From an optimization exercise on the open Yosys and OpenROAD flow, aimed at small area; shortcuts taken in it are not production practice.
The RTL was checked by simulation tests, not by an equivalence proof against the original design.
No driver is modelled on the clock port, so clock power and skew are understated where the tree is cut down; a real chip needs a root buffer or a tree.
Power figures rest on the tool's default switching activity, not on a simulated workload.

==> run G: inputs <==
## alu8
module alu8(input clk,
            input rst,
            input [7:0] operand_1,
            input [7:0] operand_2,
            input [3:0] opcode,
            output reg [7:0] alu_out,
            output reg z_flag,
            output reg cy_flag,
            output reg sign_flag);
  wire [7:0] result;
  wire z_next, cy_next, sign_next;
  ALU a1(operand_1, operand_2, opcode, z_flag, cy_flag, sign_flag,
         z_next, cy_next, sign_next, result);
  always @(posedge clk) begin
    if (rst) begin
      alu_out   <= 8'b00000000;
      z_flag    <= 1'b0;
      cy_flag   <= 1'b0;
      sign_flag <= 1'b0;
    end
    else begin
      alu_out   <= result;
      z_flag    <= z_next;
      cy_flag   <= cy_next;
      sign_flag <= sign_next;
    end
  end
endmodule
==> module ALU, before the edit <==
module ALU(input [7:0] operand_1,
            input [7:0] operand_2,
            input [3:0] opcode, 
            input z_in,
            input cy_in,
            input sign_in,
            output z_flag,
            output cy_flag,
            output sign_flag,
            output [7:0] alu_out);
  reg z_flag_w;
  reg cy_flag_w;
  reg sign_flag_w;
  reg [8:0] result;
  always @(*) begin
        z_flag_w = z_in;
        cy_flag_w = cy_in;
        sign_flag_w = sign_in;
        result = 9'b000000000;
        case(opcode[3:1])
        3'b100 : begin 
          result[7:0] = operand_1 | operand_2;
                 if(result[7:0] == 8'b00000000)begin
                    z_flag_w = 1'b1;
                end
            end
        3'b101 :begin 
          result[7:0] = operand_1 ^ operand_2;
          if(result[7:0] == 8'b00000000)begin
                    z_flag_w = 1'b1;
                end
            end
          default : result[7:0] = operand_1;
    endcase
    case (opcode[2:0])
            3'b100 :begin
              result = (operand_1 + operand_2);
              cy_flag_w =result[8] ;
            end
            3'b101 :begin
              result[7:0]  = (operand_1 - operand_2);
                 if (operand_1 > operand_2)begin
                    sign_flag_w = 1'b0;
                    z_flag_w = 1'b0;
                    cy_flag_w = 1'b0;
                 end
                 else if(operand_1<operand_2)begin
                   result[7:0] = ~result[7:0];
                   result[7:0] = result[7:0]+1;
                    sign_flag_w = 1'b1;
                    z_flag_w = 1'b0;
                   cy_flag_w = 1'b1;
                 end
                 else begin
                    z_flag_w = 1'b1;
                 end                 
            end
            3'b111 : begin
              result[7:0]  = operand_1;
                if (operand_1 > operand_2)begin
                    cy_flag_w = 1'b0;
                    z_flag_w = 1'b0;
                 end
              else if(operand_2>operand_1)begin
                    cy_flag_w = 1'b1;
                    z_flag_w = 1'b0;
                 end
                 else begin
                    z_flag_w = 1'b1;
                 end  
            end
            3'b110 :begin 
              result[7:0] = operand_1 & operand_2;
              if(result[7:0] == 8'b00000000)begin
                    z_flag_w = 1'b1;
                end
            end
            default : result[7:0] = 8'b01001010;
        endcase
    end
  assign alu_out = result[7:0];
  assign cy_flag = cy_flag_w;
  assign z_flag = z_flag_w;
  assign sign_flag = sign_flag_w;
endmodule
clock: 5.0 ns
lec_check: 0
cap_margin: 20
core_margin: 2
core_utilization: 40
slew_margin: 20
run.sh (not shown) runs the stock make flow with config.mk's settings and CLKGATE_MAP_FILE= SYNTH_SCRIPT=/design/flow/synth_recipe.tcl, a recipe that flattens the netlist after the stock synthesis.
==> inputs of run F, as changes to run G <==
==> flow/design.v (replaced) <==
module ALU(input [7:0] operand_1,
           input [7:0] operand_2,
           input [3:0] opcode,
           input z_in,
           input cy_in,
           input sign_in,
           output z_flag,
           output cy_flag,
           output sign_flag,
           output [7:0] alu_out);
  wire [7:0] a = operand_1;
  wire [7:0] b = operand_2;
  wire op0 = opcode[0];
  wire op1 = opcode[1];
  wire op2 = opcode[2];
  wire op3 = opcode[3];
  wire [7:0] x = a ^ b;
  wire [8:0] k;
  wire [8:0] e;
  assign k[0] = 1'b0;
  assign e[0] = 1'b1;
  genvar i;
  generate
    for (i = 0; i < 8; i = i + 1) begin : g
      assign k[i+1] = (x[i] ^ op0) ? k[i] : b[i];
      assign e[i+1] = e[i] & ~x[i];
    end
  endgenerate
  wire eq = e[8];
  wire lt = k[8];              
  wire neg = op0 & lt;
  wire [7:0] arith = x ^ k[7:0] ^ ({8{neg}} & ~e[7:0]);
  wire [7:0] logic_r = a & (b | {8{op0}});
  wire [7:0] r = op1 ? logic_r : arith;
  assign alu_out = op2 ? r : 8'h4A;
  wire andzero = ~|(a & b);
  wire upd_eq = op2 & op0;                  
  wire set_z = (op2 & op1 & ~op0 & andzero) |
               (~op2 & op3 & ~op1 & eq & andzero) |
               (~op2 & op3 & op1 & eq);
  assign z_flag = upd_eq ? eq : (z_in | set_z);
  wire upd_cy = op2 & ((~op1 & ~op0) | (op0 & ~eq));
  assign cy_flag = upd_cy ? lt : cy_in;
  assign sign_flag = (op2 & ~op1 & op0 & ~eq) ? lt : sign_in;
endmodule
module alu8(input clk,
            input rst,
            input [7:0] operand_1,
            input [7:0] operand_2,
            input [3:0] opcode,
            output reg [7:0] alu_out,
            output reg z_flag,
            output reg cy_flag,
            output reg sign_flag);
  wire [7:0] result;
  wire z_next, cy_next, sign_next;
  ALU a1(operand_1, operand_2, opcode, z_flag, cy_flag, sign_flag,
         z_next, cy_next, sign_next, result);
  always @(posedge clk) begin
    if (rst) begin
      alu_out   <= 8'b00000000;
      z_flag    <= 1'b0;
      cy_flag   <= 1'b0;
      sign_flag <= 1'b0;
    end
    else begin
      alu_out   <= result;
      z_flag    <= z_next;
      cy_flag   <= cy_next;
      sign_flag <= sign_next;
    end
  end
endmodule
==> comparison <==
In run G the non-clock buffer count is lower than in run F, by 1.
Utilization: run F is lower than run G (0.51 points).
Against run F, the clock power of run G is smaller by 7.4%.
Run G completed without violations. Run F produced a clean layout.
In run F the worst setup slack is worse than in run G, by 38 ps.

---

==> inputs of run P <==
alu8, a different RTL version from the one above (not shown whole).
## alu8
module alu8(input clk,
            input rst,
            input [7:0] operand_1,
            input [7:0] operand_2,
            input [3:0] opcode,
            output reg [7:0] alu_out,
            output reg z_flag,
            output reg cy_flag,
            output reg sign_flag);
export LEC_CHECK = 0
export CAP_MARGIN = 20
export CORE_AREA = 2 2 59 59
export DIE_AREA = 0 0 61 61
export GPL_TIMING_DRIVEN = 0
export SLEW_MARGIN = 20
create_clock -name core_clock -period 5.0 [get_ports {clk}]
standard.sh (not shown) runs the stock make flow with config.mk's settings and CLKGATE_MAP_FILE= SYNTH_SCRIPT=/design/flow/synth_recipe.tcl, a recipe that flattens the netlist after the stock synthesis.
==> flow/flow/run.sh <==
#!/bin/bash
# Own layout flow: the standard ORFS flow (standard.sh) with
#  * our own synthesis script (flow/synth.tcl),
#  * port buffers of the smallest buffer cell (buf_1) instead of ORFS's pick,
#  * one clock buffer for the 11 registers instead of CTS's tree
#    (flow/cts_post.tcl, run at the end of ORFS's CTS step).
# Each tool's output goes to ORFS's own logs under orfs/logs; make's output
# to flow_make.log.
set -euo pipefail
W=$(pwd)
export OWN_FLOW_DIR=$W/flow
export OWN_CLOCK_BUFFER=sky130_fd_sc_hd__buf_4
export OWN_CLOCK_BUFFERS=1
bash standard.sh \
  SYNTH_SCRIPT=$W/flow/synth.tcl \
  "BUFFER_PORTS_ARGS=-buffer_cell sky130_fd_sc_hd__buf_1" \
  POST_CTS_TCL=$W/flow/cts_post.tcl SKIP_CTS_REPAIR_TIMING=1 SKIP_INCREMENTAL_REPAIR=1 \
  finish > $W/flow_make.log 2>&1
==> flow/flow/cts_post.tcl <==
# Runs at the end of ORFS's CTS step (POST_CTS_TCL). The design has only a
# few registers, so CTS's H-tree (a root buffer, leaf buffers and a dummy
# load) is replaced by OWN_CLOCK_BUFFERS buffers of cell OWN_CLOCK_BUFFER,
# each driving the clock pins of a group of nearby registers, all fed
# straight from the clock port.
set db [ord::get_db]
set block [ord::get_db_block]
set clk_net [[$block findBTerm clk] getNet]
set cell $::env(OWN_CLOCK_BUFFER)
set nbuf $::env(OWN_CLOCK_BUFFERS)

# remove the clock buffers and dummy loads CTS inserted
foreach inst [$block getInsts] {
  set name [$inst getName]
  if { [string match clkbuf_* $name] || [string match clkload* $name] } {
    set nets {}
    foreach it [$inst getITerms] {
      set n [$it getNet]
      if { $n != "NULL" && $n != $clk_net } { lappend nets $n }
    }
    puts "own cts: removing $name ([[$inst getMaster] getName])"
    odb::dbInst_destroy $inst
    foreach n [lsort -unique $nets] {
      if { [llength [$n getITerms]] == 0 && [llength [$n getBTerms]] == 0 } {
        odb::dbNet_destroy $n
      }
    }
  }
}

# the registers' clock pins, with their positions
set sinks {}
foreach inst [$block getInsts] {
  set m [[$inst getMaster] getName]
  if { [string match sky130_fd_sc_hd__df* $m] } {
    set bb [$inst getBBox]
    lappend sinks [list [$inst findITerm CLK] \
      [expr { ([$bb xMin] + [$bb xMax]) / 2 }] [expr { ([$bb yMin] + [$bb yMax]) / 2 }]]
  }
}
puts "own cts: [llength $sinks] registers, $nbuf buffers"

# groups of nearly equal size: the registers sorted along the direction in
# which they spread most, cut into OWN_CLOCK_BUFFERS consecutive runs
set xs {}
set ys {}
foreach s $sinks { lappend xs [lindex $s 1]; lappend ys [lindex $s 2] }
set spanx [expr { [tcl::mathfunc::max {*}$xs] - [tcl::mathfunc::min {*}$xs] }]
set spany [expr { [tcl::mathfunc::max {*}$ys] - [tcl::mathfunc::min {*}$ys] }]
set axis [expr { $spanx >= $spany ? 1 : 2 }]
set sorted [lsort -integer -index $axis $sinks]
set n [llength $sorted]
set groups {}
set cent {}
for {set k 0} {$k < $nbuf} {incr k} {
  set lo [expr { ($k * $n) / $nbuf }]
  set hi [expr { (($k + 1) * $n) / $nbuf - 1 }]
  set grp [lrange $sorted $lo $hi]
  set sx 0
  set sy 0
  foreach s $grp { set sx [expr { $sx + [lindex $s 1] }]; set sy [expr { $sy + [lindex $s 2] }] }
  lappend groups $grp
  lappend cent [list [expr { $sx / [llength $grp] }] [expr { $sy / [llength $grp] }]]
}

set k 0
foreach grp $groups c $cent {
  if { [llength $grp] == 0 } continue
  set buf [odb::dbInst_create $block [$db findMaster $cell] clkbuf_regs_$k]
  set net [odb::dbNet_create $block clknet_regs_$k]
  $net setSigType CLOCK
  [$buf findITerm A] connect $clk_net
  [$buf findITerm X] connect $net
  foreach s $grp {
    set it [lindex $s 0]
    $it disconnect
    $it connect $net
  }
  $buf setLocation [lindex $c 0] [lindex $c 1]
  $buf setPlacementStatus PLACED
  puts "own cts: buffer $k drives [llength $grp] registers"
  incr k
}
detailed_placement
check_placement -verbose
estimate_parasitics -placement
report_clock_skew
report_checks -path_delay min_max
Other scripts of this flow, unchanged in this note and not shown: flow/flow/abc_1.script, flow/flow/abc_2.script, flow/flow/abc_3.script, flow/flow/abc_4.script, flow/flow/synth.tcl
==> run Y: changes against run P <==
--- a/flow/design.v
+++ b/flow/design.v
@@ -26,20 +26,18 @@
   wire g_logic;
   wire g_k;
   hd_nor2b_1 u_gpr(.A(rst), .B_N(op2), .Y(g_pr));
   hd_nor2b_1 u_ga(.A(op1), .B_N(g_pr), .Y(g_arith));
   hd_and2_1 u_gl(.A(op1), .B(g_pr), .X(g_logic));
   hd_nor2_1 u_gk(.A(op2), .B(rst), .Y(g_k));
-  wire ng_k;
-  hd_inv_1 u_ngk(.A(g_k), .Y(ng_k));
   wire [7:0] d;
   wire [8:0] c;
   hd_xor2_1 u_d0(.A(a[0]), .B(b[0]), .X(d[0]));
-  wire n0;
-  hd_nand2_1 u_n0(.A(a[0]), .B(b[0]), .Y(n0));
-  hd_o21ai_1 u_c1(.A1(b[0]), .A2(nsub_f), .B1(n0), .Y(c[1]));
+  wire na0;
+  hd_inv_1 u_na0(.A(a[0]), .Y(na0));
+  hd_mux2i_1 u_c1(.A0(nsub_f), .A1(na0), .S(b[0]), .Y(c[1]));
   wire bb1;
   hd_xnor2_1 u_bb1(.A(b[1]), .B(nsub_f), .Y(bb1));
   hd_fa_1 u_fa1(.A(a[1]), .B(bb1), .CIN(c[1]), .COUT(c[2]), .SUM(d[1]));
   wire bb2;
   hd_xor2_1 u_bb2(.A(b[2]), .B(sub), .X(bb2));
   hd_fa_1 u_fa2(.A(a[2]), .B(bb2), .CIN(c[2]), .COUT(c[3]), .SUM(d[2]));
@@ -50,24 +48,27 @@
   hd_xor2_1 u_bb4(.A(b[4]), .B(sub), .X(bb4));
   hd_fa_1 u_fa4(.A(a[4]), .B(bb4), .CIN(c[4]), .COUT(c[5]), .SUM(d[4]));
   wire bb5;
   hd_xor2_1 u_bb5(.A(b[5]), .B(sub), .X(bb5));
   hd_fa_1 u_fa5(.A(a[5]), .B(bb5), .CIN(c[5]), .COUT(c[6]), .SUM(d[5]));
   wire bb6;
+  wire p6;
   hd_xor2_1 u_bb6(.A(b[6]), .B(sub), .X(bb6));
-  hd_fa_1 u_fa6(.A(a[6]), .B(bb6), .CIN(c[6]), .COUT(c[7]), .SUM(d[6]));
+  hd_xor2_1 u_p6(.A(a[6]), .B(bb6), .X(p6));
+  hd_mux2i_1 u_k6(.A0(bb6), .A1(c[6]), .S(p6), .Y(c[7]));
+  hd_xor2_1 u_s6(.A(p6), .B(c[6]), .X(d[6]));
   wire bb7;
   wire p7;
-  hd_xor2_1 u_bb7(.A(b[7]), .B(sub), .X(bb7));
-  hd_xor2_1 u_p7(.A(a[7]), .B(bb7), .X(p7));
+  hd_xnor2_1 u_bb7(.A(b[7]), .B(sub), .Y(bb7));
+  hd_xnor2_1 u_p7(.A(a[7]), .B(bb7), .Y(p7));
   hd_mux2i_1 u_k7(.A0(bb7), .A1(c[7]), .S(p7), .Y(c[8]));
-  hd_xor2_1 u_s7(.A(p7), .B(c[7]), .X(d[7]));
+  hd_xnor2_1 u_s7(.A(p7), .B(c[7]), .Y(d[7]));
   wire ncout;
   wire cout;
-  assign ncout = c[8];                   
-  hd_inv_2 u_cout(.A(ncout), .Y(cout));
+  assign cout = c[8];                    
+  hd_inv_2 u_ncout(.A(c[8]), .Y(ncout));
   wire no2;
   wire o3;
   wire no4;
   wire o5;
   wire no6;
   wire o7;
@@ -92,39 +93,39 @@
   hd_xnor2_1 u_e6(.A(d[6]), .B(no6), .Y(e[6]));
   hd_a21oi_1 u_e7(.A1(d[7]), .A2(o7), .B1(zp), .Y(e[7]));
   wire ngs;
   wire g_neg;
   wire g_pos;
   hd_nand2_1 u_ngs(.A(g_arith), .B(op0b), .Y(ngs));
-  hd_nor2_2 u_gneg(.A(ngs), .B(cout), .Y(g_neg));
+  hd_nor2_1 u_gneg(.A(ngs), .B(cout), .Y(g_neg));
   hd_o21a_1 u_gpos(.A1(ngs), .A2(cout), .B1(g_arith), .X(g_pos));
   wire [7:0] nr;
   wire [7:0] nl;
   hd_nand2_1 u_r0(.A(d[0]), .B(g_arith), .Y(nr[0]));
-  hd_a22oi_1 u_r1(.A1(g_pos), .A2(d[1]), .B1(g_neg), .B2(e[1]), .Y(nr[1]));
+  hd_a221oi_1 u_r1(.A1(g_pos), .A2(d[1]), .B1(g_neg), .B2(e[1]), .C1(g_k), .Y(nr[1]));
   hd_a22oi_1 u_r2(.A1(g_pos), .A2(d[2]), .B1(g_neg), .B2(e[2]), .Y(nr[2]));
-  hd_a22oi_1 u_r3(.A1(g_pos), .A2(d[3]), .B1(g_neg), .B2(e[3]), .Y(nr[3]));
+  hd_a221oi_1 u_r3(.A1(g_pos), .A2(d[3]), .B1(g_neg), .B2(e[3]), .C1(g_k), .Y(nr[3]));
   hd_a22oi_1 u_r4(.A1(g_pos), .A2(d[4]), .B1(g_neg), .B2(e[4]), .Y(nr[4]));
   hd_a22oi_1 u_r5(.A1(g_pos), .A2(d[5]), .B1(g_neg), .B2(e[5]), .Y(nr[5]));
-  hd_a22oi_1 u_r6(.A1(g_pos), .A2(d[6]), .B1(g_neg), .B2(e[6]), .Y(nr[6]));
+  hd_a221oi_1 u_r6(.A1(g_pos), .A2(d[6]), .B1(g_neg), .B2(e[6]), .C1(g_k), .Y(nr[6]));
   hd_a22oi_1 u_r7(.A1(g_pos), .A2(d[7]), .B1(g_neg), .B2(e[7]), .Y(nr[7]));
   hd_o211ai_1 u_l0(.A1(b[0]), .A2(op0b), .B1(a[0]), .C1(g_logic), .Y(nl[0]));
   hd_o211ai_1 u_l1(.A1(b[1]), .A2(op0b), .B1(a[1]), .C1(g_logic), .Y(nl[1]));
   hd_o211ai_1 u_l2(.A1(b[2]), .A2(op0b), .B1(a[2]), .C1(g_logic), .Y(nl[2]));
   hd_o211ai_1 u_l3(.A1(b[3]), .A2(op0b), .B1(a[3]), .C1(g_logic), .Y(nl[3]));
   hd_o211ai_1 u_l4(.A1(b[4]), .A2(op0b), .B1(a[4]), .C1(g_logic), .Y(nl[4]));
   hd_o211ai_1 u_l5(.A1(b[5]), .A2(op0b), .B1(a[5]), .C1(g_logic), .Y(nl[5]));
   hd_o211ai_1 u_l6(.A1(b[6]), .A2(op0b), .B1(a[6]), .C1(g_logic), .Y(nl[6]));
   hd_o211ai_1 u_l7(.A1(b[7]), .A2(op0b), .B1(a[7]), .C1(g_logic), .Y(nl[7]));
   hd_nand2_1 u_y0(.A(nr[0]), .B(nl[0]), .Y(alu_out[0]));
-  hd_nand3_1 u_y1(.A(nr[1]), .B(nl[1]), .C(ng_k), .Y(alu_out[1]));
+  hd_nand2_1 u_y1(.A(nr[1]), .B(nl[1]), .Y(alu_out[1]));
   hd_nand2_1 u_y2(.A(nr[2]), .B(nl[2]), .Y(alu_out[2]));
-  hd_nand3_1 u_y3(.A(nr[3]), .B(nl[3]), .C(ng_k), .Y(alu_out[3]));
+  hd_nand2_1 u_y3(.A(nr[3]), .B(nl[3]), .Y(alu_out[3]));
   hd_nand2_1 u_y4(.A(nr[4]), .B(nl[4]), .Y(alu_out[4]));
   hd_nand2_1 u_y5(.A(nr[5]), .B(nl[5]), .Y(alu_out[5]));
-  hd_nand3_1 u_y6(.A(nr[6]), .B(nl[6]), .C(ng_k), .Y(alu_out[6]));
+  hd_nand2_1 u_y6(.A(nr[6]), .B(nl[6]), .Y(alu_out[6]));
   hd_nand2_1 u_y7(.A(nr[7]), .B(nl[7]), .Y(alu_out[7]));
   wire nz_lo;
   wire nz_hi;
   wire and_zero;
   hd_nand4_1 u_az0(.A(nl[0]), .B(nl[1]), .C(nl[2]), .D(nl[3]), .Y(nz_lo));
   hd_nand4_1 u_az1(.A(nl[4]), .B(nl[5]), .C(nl[6]), .D(nl[7]), .Y(nz_hi));
@@ -152,12 +153,15 @@
 module hd_a211oi_1(input A1, input A2, input B1, input C1, output Y);
   assign Y = ~((A1 & A2) | B1 | C1);
 endmodule
 module hd_a21oi_1(input A1, input A2, input B1, output Y);
   assign Y = ~((A1 & A2) | B1);
 endmodule
+module hd_a221oi_1(input A1, input A2, input B1, input B2, input C1, output Y);
+  assign Y = ~((A1 & A2) | (B1 & B2) | C1);
+endmodule
 module hd_a22oi_1(input A1, input A2, input B1, input B2, output Y);
   assign Y = ~((A1 & A2) | (B1 & B2));
 endmodule
 module hd_a311oi_1(input A1, input A2, input A3, input B1, input C1, output Y);
   assign Y = ~((A1 & A2 & A3) | B1 | C1);
 endmodule
@@ -183,24 +187,18 @@
 module hd_nand2_1(input A, input B, output Y);
   assign Y = ~(A & B);
 endmodule
 module hd_nand2b_1(input A_N, input B, output Y);
   assign Y = ~(~A_N & B);
 endmodule
-module hd_nand3_1(input A, input B, input C, output Y);
-  assign Y = ~(A & B & C);
-endmodule
 module hd_nand4_1(input A, input B, input C, input D, output Y);
   assign Y = ~(A & B & C & D);
 endmodule
 module hd_nor2_1(input A, input B, output Y);
   assign Y = ~(A | B);
 endmodule
-module hd_nor2_2(input A, input B, output Y);
-  assign Y = ~(A | B);
-endmodule
 module hd_nor2b_1(input A, input B_N, output Y);
   assign Y = ~(A | ~B_N);
 endmodule
 module hd_nor3_1(input A, input B, input C, output Y);
   assign Y = ~(A | B | C);
 endmodule
@@ -209,15 +207,12 @@
 endmodule
 module hd_o211ai_1(input A1, input A2, input B1, input C1, output Y);
   assign Y = ~((A1 | A2) & B1 & C1);
 endmodule
 module hd_o21a_1(input A1, input A2, input B1, output X);
   assign X = (A1 | A2) & B1;
-endmodule
-module hd_o21ai_1(input A1, input A2, input B1, output Y);
-  assign Y = ~((A1 | A2) & B1);
 endmodule
 module hd_xnor2_1(input A, input B, output Y);
   assign Y = ~(A ^ B);
 endmodule
 module hd_xor2_1(input A, input B, output X);
   assign X = A ^ B;
==> flow/flow/run.sh (replaced) <==
#!/bin/bash
# Own layout flow: the standard ORFS flow (standard.sh) with
#  * our own synthesis script (flow/synth.tcl),
#  * port buffers of the smallest buffer cell (buf_1) instead of ORFS's pick,
#  * two clock buffers for the 11 registers instead of CTS's tree
#    (flow/cts_post.tcl, run at the end of ORFS's CTS step).
# Each tool's output goes to ORFS's own logs under orfs/logs; make's output
# to flow_make.log.
set -euo pipefail
W=$(pwd)
export OWN_FLOW_DIR=$W/flow
export OWN_CLOCK_BUFFER=sky130_fd_sc_hd__buf_2
export OWN_CLOCK_BUFFERS=2
bash standard.sh \
  SYNTH_SCRIPT=$W/flow/synth.tcl \
  "BUFFER_PORTS_ARGS=-buffer_cell sky130_fd_sc_hd__buf_1" \
  POST_CTS_TCL=$W/flow/cts_post.tcl SKIP_CTS_REPAIR_TIMING=1 SKIP_INCREMENTAL_REPAIR=1 \
  finish > $W/flow_make.log 2>&1
==> notes <==
Between run P and run Y, the lower global-route usage is in run Y (gap 0.69 points).
Clock skew is the same in run P and run Y.
Against run Y, the clock power of run P is larger by about 7%.
Run P finished clean. Run Y ran to the end with no violations.
In run Y the first-iteration DRC count is smaller than in run P, by about 25%.
Of run P and run Y, run Y has the higher via count (gap about 0.5%, measured against run Y).
==> figures <==
| metric | run P | run Y |
|---|---|---|
| Status | finished clean | finished clean |
| Met1 Resource Use GR | 14.19% | 14.51% |
| Xor and xnor fraction of the mapped netlist area | 13.68% | 15.67% |
| Gr usage total | 11.24% | 10.55% |
| Period minus WS final | 4.935 ns | 4.780 ns |
| Final GP Congestion | 0.8219 | 0.8626 |
| Post-synthesis compound-gate area fraction | 21.80% | 21.49% |
| Number of instances in the placed design | 172 | 173 |
| Via count of the first global-routing pass | 749 | 750 |
| Summed instance area of the synthesized netlist | 832.0 um2 | 838.3 um2 |
| Largest vdd supply drop | 0.00007764 V | 0.00006272 V |
| Clock-pin slew reported for the worst setup and hold paths after clock tree synthesis | 0.11 ns | 0.09 ns |
No run of this note takes its clock network from TritonCTS; it comes from the design's own scripts or RTL.

re-timing with driven ports:
The flow's constraints put no driver on any port. The routed layouts listed below were extracted and timed again, unchanged, in two steps. Step 1 sets driving cells, clkbuf_16 on the clock port and buf_2 on the other inputs (assumed; they add their load-dependent delay and slew). Step 2 adds t to the input delays and takes it off the output delays; t is the mean of the earliest and latest rising clock arrival at the registers after step 1. Input paths then give back, and output paths get back, about the clock's delay inside the block. Slacks: ideal ports / drivers / drivers and shift; pairs: ideal ports / drivers.
run | shift t [ns] | slack for setup (ns) | hold WS [ns] | worst slew at a driven data input, ns
run G | 0.255 | 1.513 / 1.515 / 1.260 | 0.468 / 0.468 / 0.468 | 0.04
run F | 0.267 | 1.475 / 1.477 / 1.211 | 0.496 / 0.496 / 0.496 | 0.04
run P | 0.164 | 0.065 / 0.057 / -0.107 | 0.508 / 0.508 / 0.508 | 0.04
run Y | 0.144 | 0.220 / 0.219 / 0.075 | 0.505 / 0.505 / 0.505 | 0.04
Met with ideal ports but missed after step 2: setup timing in run P. The setup slack of run F, which loses most, moves by +0.002 ns with the drivers and by -0.264 ns with both steps.
